Context: an optimization exercise on an open-source flow, tuned for small area and a short achievable clock period. The choices shown serve that exercise and are no tape-out recipe.
At most, simulation tests tie the RTL to the original design; equivalence was not proved.
No driver is modelled on the clock port, so clock power and skew are understated where the tree is cut down; a real chip needs a root buffer or a tree.
Power figures rest on the tool's default switching activity, not on a simulated workload.

v6:
==> flow/design.v (excerpt) <==
module pooler(
    input         clk,
    input         ce,
    input         master_rst,
    input  [7:0]  data_in,
    output [7:0]  data_out,
    output        valid_op,
    output        end_op
    );
    localparam NP = 13;               
    reg        c0;                    
    reg [3:0]  pc;                    
    reg        r;                     
    reg [3:0]  band;                  
    reg        valid_q, end_q;
    reg [7:0]  h;
    reg [7:0]  sr [0:NP-2];
    integer    i;
    wire       sel, sel_e;            
    comparator2 cmp(.a(data_in), .bn(~h), .nforce(c0 | r), .sel_a(sel), .sel_b(sel_e));
    wire [7:0] mx  = sel ? data_in : h;
    always @(posedge clk) begin
        if (ce && c0) begin
            for (i = NP-2; i > 0; i = i-1)
                sr[i] <= sr[i-1];
            sr[0] <= mx;
            h     <= sr[NP-2];
        end else if (ce && sel_e)
            h <= data_in;
    end
    always @(posedge clk) begin
        if (master_rst) begin
            c0 <= 1'b0; pc <= 4'd0; r <= 1'b0; band <= 4'd0;
            valid_q <= 1'b0; end_q <= 1'b0;
        end else begin
            valid_q <= ce & r & c0;
            end_q   <= ce & r & c0 & (pc == NP-1) & (band == NP-1);
            if (ce) begin
                c0 <= ~c0;
                if (c0) begin
                    if (pc == NP-1) begin
                        pc <= 4'd0;
                        r  <= ~r;
                        if (r)
                            band <= (band == NP-1) ? 4'd0 : band + 4'd1;
                    end else
                        pc <= pc + 4'd1;
                end
            end
        end
    end
    assign data_out = sr[0];
    assign valid_op = valid_q;
    assign end_op   = end_q;
  ...
==> flow/config.mk <==
export PLATFORM = sky130hd
export DESIGN_NAME = pooler
export DESIGN_NICKNAME = pooler
export VERILOG_FILES = /design/flow/design.v
export SDC_FILE = /design/flow/constraint.sdc
export NUM_CORES = 4
export LEC_CHECK = 0
export CAP_MARGIN = 20
export CORE_MARGIN = 2
export CORE_UTILIZATION = 40
export CTS_BUF_LIST = sky130_fd_sc_hd__clkbuf_8
export CTS_CLUSTER_DIAMETER = 100
export CTS_CLUSTER_SIZE = 30
export SETUP_SLACK_MARGIN = 3.0
export SLEW_MARGIN = 20
export SYNTH_HIERARCHICAL = 1
==> flow/constraint.sdc <==
create_clock -name core_clock -period 4.5 [get_ports {clk}]
set_input_delay 0.9000 -clock core_clock [delete_from_list [all_inputs] [get_ports {clk}]]
set_output_delay 0.9000 -clock core_clock [all_outputs]
set_load 0.01 [all_outputs]
run.sh (not shown) runs the stock make flow with config.mk's settings and CLKGATE_MAP_FILE= SYNTH_SCRIPT=/design/flow/synth_recipe.tcl, a recipe that flattens the netlist after the stock synthesis.
Edits applied to the flow inputs when going from v6 to v7:
- SETUP_SLACK_MARGIN: 3.0 -> 2.7
Changes observed in v7 relative to v6: met1 track utilization from global routing decreased by 3.3 points relative to the old numbers; first-pass iteration count of the detailed router saw a decrease; maximum frequency about even; post-placement setup slack now smaller. Time the final worst path needs with I/O delays and setup in v7 vs v6: down 3.7 ps.
No run of this note included a check of the RTL's function; only the layout flow was run.

* * *

## v23
The RTL this note starts from:
==> flow/design.v <==
`timescale 1ns / 1ps
module cmp_l0(input a, input bn, output ng, output np);
    assign ng = ~(a & bn);
    assign np = ~(a | bn);
endmodule
module cmp_l1(input ngh, input nph, input ngl, input npl, output g, output p);
    assign g = ~(ngh & (nph | ngl));
    assign p = ~(nph | npl);
endmodule
module cmp_l2(input gh, input ph, input gl, input pl, output ng, output np);
    assign ng = ~(gh | (ph & gl));
    assign np = ~(ph & pl);
endmodule
module cmp_l3(input ngh, input nph, input ngl, input nforce, output sel);
    assign sel = ~(ngh & (nph | ngl) & nforce);
endmodule
module comparator2(
    input  [7:0] a,
    input  [7:0] bn,          
    input        nforce,      
    output       sel_a,       
    output       sel_b);
    wire [7:0] ng0, np0;
    wire [3:0] g1, p1;
    wire [1:0] ng2, np2;
    genvar i;
    generate
        for (i = 0; i < 8; i = i + 1) begin : l0_
            cmp_l0 u(.a(a[i]), .bn(bn[i]), .ng(ng0[i]), .np(np0[i]));
        end
        for (i = 0; i < 4; i = i + 1) begin : l1_
            cmp_l1 u(.ngh(ng0[2*i+1]), .nph(np0[2*i+1]), .ngl(ng0[2*i]), .npl(np0[2*i]),
                     .g(g1[i]), .p(p1[i]));
        end
        for (i = 0; i < 2; i = i + 1) begin : l2_
            cmp_l2 u(.gh(g1[2*i+1]), .ph(p1[2*i+1]), .gl(g1[2*i]), .pl(p1[2*i]),
                     .ng(ng2[i]), .np(np2[i]));
        end
    endgenerate
    cmp_l3 ua(.ngh(ng2[1]), .nph(np2[1]), .ngl(ng2[0]), .nforce(nforce), .sel(sel_a));
    cmp_l3 ub(.ngh(ng2[1]), .nph(np2[1]), .ngl(ng2[0]), .nforce(nforce), .sel(sel_b));
endmodule
`timescale 1ns / 1ps
module pooler(
    input         clk,
    input         ce,
    input         master_rst,
    input  [7:0]  data_in,
    output [7:0]  data_out,
    output        valid_op,
    output        end_op
    );
    localparam NP = 13;               
    reg        c0;                    
    reg [3:0]  pc;                    
    reg        r;                     
    reg [3:0]  band;                  
    reg        valid_q, end_q;
    reg        shift_q;               
    reg [7:0]  h;
    reg [7:0]  o;
    reg [7:0]  sr [0:NP-2];
    integer    i;
    wire       pc_last   = pc[3] & pc[2];
    wire       band_last = band[3] & band[2];
    wire       sel, sel_e;            
    comparator2 cmp(.a(data_in), .bn(~h), .nforce(c0 | r), .sel_a(sel), .sel_b(sel_e));
    wire       h_en = ce & (c0 | sel_e);
    wire [7:0] h_d  = c0 ? sr[NP-2] : data_in;
    always @(posedge clk) begin
        o <= sel ? data_in : h;
        if (h_en)
            h <= h_d;
        if (shift_q) begin
            for (i = NP-2; i > 0; i = i-1)
                sr[i] <= sr[i-1];
            sr[0] <= o;
        end
    end
    always @(posedge clk) begin
        if (master_rst) begin
            c0 <= 1'b0; pc <= 4'd0; r <= 1'b0; band <= 4'd0;
            valid_q <= 1'b0; end_q <= 1'b0; shift_q <= 1'b0;
        end else begin
            valid_q <= ce & r & c0;
            end_q   <= ce & r & c0 & pc_last & band_last;
            shift_q <= ce & c0;
            if (ce) begin
                c0 <= ~c0;
                if (c0) begin
                    pc <= pc_last ? 4'd0 : pc + 4'd1;
                    if (pc_last) begin
                        r <= ~r;
                        if (r)
                            band <= band_last ? 4'd0 : band + 4'd1;
                    end
                end
            end
        end
    end
    assign data_out = o;
    assign valid_op = valid_q;
    assign end_op   = end_q;
endmodule
Settings: LEC_CHECK=0, CAP_MARGIN=20, CORE_MARGIN=2, CORE_UTILIZATION=40, GPL_TIMING_DRIVEN=0, SETUP_SLACK_MARGIN=2.8, SLEW_MARGIN=20, SYNTH_HIERARCHICAL=1; clock period 4.5 ns.
standard.sh (not shown) runs the stock make flow with config.mk's settings and CLKGATE_MAP_FILE= SYNTH_SCRIPT=/design/flow/synth_recipe.tcl, a recipe that flattens the netlist after the stock synthesis.
==> flow/flow/run.sh <==
#!/bin/bash
# Own layout flow: the standard ORFS flow (standard synthesis,
# floorplan, power grid, taps, placement, routing unchanged), except
#  - port buffers of a plain buffer cell instead of a delay cell,
#  - resizing not restricted to the same cell footprint,
#  - the clock tree built by flow/cts.tcl instead of TritonCTS.
# Each tool's output goes to a log of its own in the work folder; ORFS also
# keeps each step's log under orfs/logs.
set -euo pipefail
KNOBS=(MATCH_CELL_FOOTPRINT=0 "BUFFER_PORTS_ARGS=-buffer_cell sky130_fd_sc_hd__buf_2")
bash standard.sh "${KNOBS[@]}" place > flow_place.log 2>&1
export PLATFORM_DIR=$FLOW_HOME/platforms/sky130hd
export RDIR=orfs/results/sky130hd/pooler/base
export DONT_USE="sky130_fd_sc_hd__probe_p_8 sky130_fd_sc_hd__probec_p_8 sky130_fd_sc_hd__lpflow_*"
export NLEAF=${NLEAF:-4} LEAFBUF=${LEAFBUF:-sky130_fd_sc_hd__clkbuf_16} ROOTBUF=${ROOTBUF:-sky130_fd_sc_hd__clkbuf_16}
export SETUP_MARGIN=${SETUP_MARGIN:-2.8}
openroad -no_init -exit flow/cts.tcl > flow_cts.log 2>&1
bash standard.sh "${KNOBS[@]}" finish > flow_finish.log 2>&1
==> flow/flow/cts.tcl <==
# Clock tree by hand, in place of TritonCTS (which builds a 16-leaf H-tree
# here): the clock sinks split into NLEAF balanced k-means clusters, one
# LEAFBUF buffer at each cluster's centre, the leaf buffers driven by the
# clock port directly (NLEAF <= 4) or through one ROOTBUF buffer. Then the
# same timing repair as ORFS's cts step, and its two results.
set P $::env(PLATFORM_DIR)
set R $::env(RDIR)
read_db $R/3_place.odb
read_liberty $P/lib/sky130_fd_sc_hd__tt_025C_1v80.lib
read_sdc $R/3_place.sdc
source $P/setRC.tcl
set_dont_use $::env(DONT_USE)

set K $::env(NLEAF)
set LEAF $::env(LEAFBUF)
set ROOT $::env(ROOTBUF)
set db [ord::get_db]
set block [ord::get_db_block]
set clk [$block findNet clk]
set sinks {}
foreach it [$clk getITerms] {
  set bb [[$it getInst] getBBox]
  lappend sinks [list $it [expr {([$bb xMin]+[$bb xMax])/2.0}] [expr {([$bb yMin]+[$bb yMax])/2.0}]]
}
set n [llength $sinks]
puts "clock sinks: $n"
set cx 0; set cy 0
foreach s $sinks { set cx [expr {$cx + [lindex $s 1]}]; set cy [expr {$cy + [lindex $s 2]}] }
set cx [expr {$cx / $n}]; set cy [expr {$cy / $n}]
set sorted [lsort -real -index 3 [lmap s $sinks {list {*}$s [expr {atan2([lindex $s 2]-$cy, [lindex $s 1]-$cx)}]}]]
set cent {}
for {set k 0} {$k < $K} {incr k} {
  set s [lindex $sorted [expr {int(($k + 0.5) * $n / $K)}]]
  lappend cent [list [lindex $s 1] [lindex $s 2]]
}
# balanced k-means: greedy nearest assignment, at most ceil(n/K) per cluster
set cap [expr {int(ceil(double($n) / $K))}]
for {set iter 0} {$iter < 30} {incr iter} {
  set pairs {}
  for {set i 0} {$i < $n} {incr i} {
    set s [lindex $sorted $i]
    for {set k 0} {$k < $K} {incr k} {
      set c [lindex $cent $k]
      lappend pairs [list [expr {abs([lindex $s 1]-[lindex $c 0]) + abs([lindex $s 2]-[lindex $c 1])}] $i $k]
    }
  }
  array unset asg; array unset cnt
  for {set k 0} {$k < $K} {incr k} { set cnt($k) 0 }
  foreach p [lsort -real -index 0 $pairs] {
    lassign $p d i k
    if {[info exists asg($i)] || $cnt($k) >= $cap} continue
    set asg($i) $k; incr cnt($k)
  }
  set new {}
  for {set k 0} {$k < $K} {incr k} {
    set sx 0; set sy 0; set m 0
    for {set i 0} {$i < $n} {incr i} {
      if {$asg($i) == $k} { set s [lindex $sorted $i]; set sx [expr {$sx+[lindex $s 1]}]; set sy [expr {$sy+[lindex $s 2]}]; incr m }
    }
    lappend new [list [expr {$sx/$m}] [expr {$sy/$m}]]
  }
  set cent $new
}
set leafin {}
for {set k 0} {$k < $K} {incr k} {
  set b [odb::dbInst_create $block [$db findMaster $LEAF] "clkbuf_leaf_$k"]
  set c [lindex $cent $k]
  $b setLocation [expr {int([lindex $c 0])}] [expr {int([lindex $c 1])}]
  $b setPlacementStatus PLACED
  set net [odb::dbNet_create $block "clknet_leaf_$k"]
  $net setSigType CLOCK
  [$b findITerm X] connect $net
  for {set i 0} {$i < $n} {incr i} {
    if {$asg($i) == $k} { set it [lindex [lindex $sorted $i] 0]; $it disconnect; $it connect $net }
  }
  lappend leafin [$b findITerm A]
  puts "leaf $k: $cnt($k) sinks at $c"
}
if {$ROOT ne "none"} {
  set sx 0; set sy 0
  foreach c $cent { set sx [expr {$sx+[lindex $c 0]}]; set sy [expr {$sy+[lindex $c 1]}] }
  set b [odb::dbInst_create $block [$db findMaster $ROOT] "clkbuf_root"]
  $b setLocation [expr {int($sx/$K)}] [expr {int($sy/$K)}]
  $b setPlacementStatus PLACED
  set net [odb::dbNet_create $block "clknet_root"]
  $net setSigType CLOCK
  [$b findITerm X] connect $net
  foreach a $leafin { $a connect $net }
  [$b findITerm A] connect $clk
} else {
  foreach a $leafin { $a connect $clk }
}
$clk setSigType CLOCK
global_connect
detailed_placement
set_propagated_clock [all_clocks]
estimate_parasitics -placement
report_clock_latency
puts "after tree: setup [worst_slack -max] hold [worst_slack -min]"
repair_timing -setup_margin $::env(SETUP_MARGIN) -hold_margin 0 -repair_tns 100 -verbose
detailed_placement
check_placement -verbose
estimate_parasitics -placement
puts "after repair: setup [worst_slack -max] hold [worst_slack -min]"
write_db $R/4_1_cts.odb
write_sdc -no_timestamp $R/4_cts.sdc
v23 ended with every stage complete and zero timing, DRC or antenna violations.
[inputs] v30 vs v23
- swapping 2.8 for 2.6 in SETUP_SLACK_MARGIN
- clearing GPL_TIMING_DRIVEN, which used to be 0
-- flow/flow/run.sh --
<<< v23, line 16
export SETUP_MARGIN=${SETUP_MARGIN:-2.8}
>>> v30, line 16
export SETUP_MARGIN=${SETUP_MARGIN:-2.6}
### Flow results
Going from v23 to v30, global-route met1 utilization moved down, worst ir drop on vdd -0.011 mV, wire length of the first global-routing pass fell about 1.6%. Sort v30 and v23 by power density of the placed cells desc -> top: v30. The higher fraction of standard cell area in multi-input logic of v30 and v23 is in v23. As of v30, via count of the first global-routing pass had risen slightly compared to v23. From v23 to v30 the numbers moved as follows: number of cells on the worst reg-to-reg path higher, relative slew slack now sits higher, met1 wire length lower, sequential share of layout area picked up an extra 3.1 points. The combinational power of v30 is lower than that of v23.
Setup changes, v30 to v48
- SETUP_SLACK_MARGIN now 2.7, was 2.6
-- flow/flow/run.sh --
<<< v30, line 16
export SETUP_MARGIN=${SETUP_MARGIN:-2.6}
>>> v48, line 16
export SETUP_MARGIN=${SETUP_MARGIN:-2.7}
--- outcome ---
Timing, DRC, antenna: 0 failures across v48 and v30. Via count shrinks slightly when moving from v30 to v48. Delta (v48 minus v30): maximum net fanout on the critical path climbed 1, combinational power now larger, sequential share of power did not really move, core utilization of the finished layout saw an increase.
diff inputs: v48 => v3
- a change of SETUP_SLACK_MARGIN from 2.7 to 2.8
- an added ABC_AREA of 1
-- flow/flow/run.sh --
<<< v48, line 16
export SETUP_MARGIN=${SETUP_MARGIN:-2.7}
>>> v3, line 16
export SETUP_MARGIN=${SETUP_MARGIN:-2.8}
[summary]
Compared with v48, in v3 fill cell total of the finished layout went up, number of cells produced by synthesis now larger, layout overhead on the synthesized area increased 1.3 points, total track usage comparable. Summary: with v48 as the reference, first-pass GRT wire length in v3 moved down slightly. The endpoint of the most critical setup path comes out data_out[3] in one run and o[0]$_DFF_P_ in the other, namely in v3 and v48 respectively. Diff v48 -> v3 | half-perimeter wire length after placement | up by a few percent. A launching instance or port of the critical path of data_in[5] is what v48 shows, while o[3]$_DFF_P_ belongs to v3. More vias were needed by v3 than by v48. v3 gives more leakage power than v48 did. In summary, v3 completed successfully, with a layout that passed the timing, design-rule and antenna checks.
In every run of this note, the design's own scripts or RTL, not TritonCTS, make the clock network.

* * *

Setup of run 1:
RTL: the design.v shown in full above, as it stands there.
==> flow/config.mk <==
export PLATFORM = sky130hd
export DESIGN_NAME = pooler
export DESIGN_NICKNAME = pooler
export VERILOG_FILES = /design/flow/design.v
export SDC_FILE = /design/flow/constraint.sdc
export NUM_CORES = 4
export LEC_CHECK = 0
export CAP_MARGIN = 20
export CORE_MARGIN = 2
export CORE_UTILIZATION = 40
export SETUP_SLACK_MARGIN = 2.0
export SLEW_MARGIN = 20
export SYNTH_HIERARCHICAL = 1
==> flow/constraint.sdc <==
create_clock -name core_clock -period 4.5 [get_ports {clk}]
set_input_delay 0.9000 -clock core_clock [delete_from_list [all_inputs] [get_ports {clk}]]
set_output_delay 0.9000 -clock core_clock [all_outputs]
set_load 0.01 [all_outputs]
==> flow/flow/run.sh <==
#!/bin/bash
# Own layout flow: the standard ORFS flow (standard synthesis,
# floorplan, power grid, taps, placement, routing unchanged), except
#  - port buffers of a plain buffer cell instead of a delay cell,
#  - resizing not restricted to the same cell footprint,
#  - the clock tree built by flow/cts.tcl instead of TritonCTS.
# Each tool's output goes to a log of its own in the work folder; ORFS also
# keeps each step's log under orfs/logs.
set -euo pipefail
KNOBS=(MATCH_CELL_FOOTPRINT=0 "BUFFER_PORTS_ARGS=-buffer_cell sky130_fd_sc_hd__buf_2")
bash standard.sh "${KNOBS[@]}" place > flow_place.log 2>&1
export PLATFORM_DIR=$FLOW_HOME/platforms/sky130hd
export RDIR=orfs/results/sky130hd/pooler/base
export DONT_USE="sky130_fd_sc_hd__probe_p_8 sky130_fd_sc_hd__probec_p_8 sky130_fd_sc_hd__lpflow_*"
export NLEAF=${NLEAF:-4} LEAFBUF=${LEAFBUF:-sky130_fd_sc_hd__clkbuf_16} ROOTBUF=${ROOTBUF:-sky130_fd_sc_hd__clkbuf_16}
export SETUP_MARGIN=${SETUP_MARGIN:-2.0}
openroad -no_init -exit flow/cts.tcl > flow_cts.log 2>&1
bash standard.sh "${KNOBS[@]}" finish > flow_finish.log 2>&1
Scripts as last shown in full above: flow/flow/cts.tcl
#### Input delta (run 2 over run 1)
- SETUP_SLACK_MARGIN now 2.8, was 2.0
--- a/flow/flow/run.sh
+++ b/flow/flow/run.sh
@@ -11 +11 @@
-bash standard.sh "${KNOBS[@]}" place > flow_place.log 2>&1
+bash standard.sh "${KNOBS[@]}" SETUP_SLACK_MARGIN=0 place > flow_place.log 2>&1
@@ -16 +16 @@
-export SETUP_MARGIN=${SETUP_MARGIN:-2.0}
+export SETUP_MARGIN=${SETUP_MARGIN:-2.8}
### Flow results
For via count, run 2 and run 1 come out practically identical. On critical path depth: run 2 sits below run 1. The routed wire length in run 2 was higher than what run 1 gave. Start-to-end type of the worst setup path = register to output port: run 2; start-to-end type of the worst setup path = input port to register: run 1. For run 2, the critical path's slowest cell was sky130_fd_sc_hd__dfxtp_4, unlike run 1, where it was sky130_fd_sc_hd__o211ai_2. There was hardly any difference in net switching share of the total power between run 2 and run 1.
diff inputs: run 2 => run 3
- CORE_UTILIZATION now 55, was 40
- PLACE_DENSITY now 0.7, previously not set
--- a/flow/flow/run.sh
+++ b/flow/flow/run.sh
@@ -11 +11 @@
-bash standard.sh "${KNOBS[@]}" SETUP_SLACK_MARGIN=0 place > flow_place.log 2>&1
+bash standard.sh "${KNOBS[@]}" place > flow_place.log 2>&1
Between run 2 and run 3, the difference in cell area is negligible.
Run 3 supports a higher top clock frequency than run 2.
Relative to run 2, the sequential share of layout area of run 3 is higher by 0.29 points.
Where total vias in the final route is concerned, run 2 is better than run 3.
Run 3 reached the final stage; the timing, design-rule and antenna checks on its layout passed.
[run 3] routed length on met2 fell about 2.2% relative to run 2
No run of this note takes its clock network from TritonCTS; it comes from the design's own scripts or RTL.

==> what the ideal ports hide <==
The results above use ideal ports. As a check the final layouts listed here were re-extracted and re-timed, cells and wires unchanged. Step 1 (the two cells are an assumption about what drives the block):
set clk [get_ports {clk}]
set_driving_cell -lib_cell sky130_fd_sc_hd__clkbuf_16 $clk
set_driving_cell -lib_cell sky130_fd_sc_hd__buf_2 [delete_from_list [all_inputs] $clk]
Step 2 moves the port delays by t, midway between the first and last clock arrival at a register: inputs arrive t later, outputs are due t later. That takes back most of the time a late clock gives input paths. Three values: no drivers, after step 1, after step 2; two values: the first two.
run	shift t [ns]	slack for setup (ns)	worst setup path at the end	worst slew at a driven data input, ns
v6	0.448	2.596 / 2.563 / 2.424	input to register	0.06
v7	0.441	2.599 / 2.569 / 2.285	input to register	0.03
v23	0.360	2.779 / 2.777 / 2.417	input to register	0.05
v30	0.366	2.659 / 2.634 / 2.297	input to register	0.04
v48	0.358	2.717 / 2.720 / 2.362	input to register	0.04
v3	0.360	2.774 / 2.740 / 2.523	input to register	0.05
run 1	0.356	2.418 / 2.416 / 2.059	input to register	0.05
run 2	0.356	2.768 / 2.735 / 2.458	input to register	0.04
run 3	0.356	2.775 / 2.742 / 2.460	input to register	0.07
After both steps setup and hold are still met in every run listed.
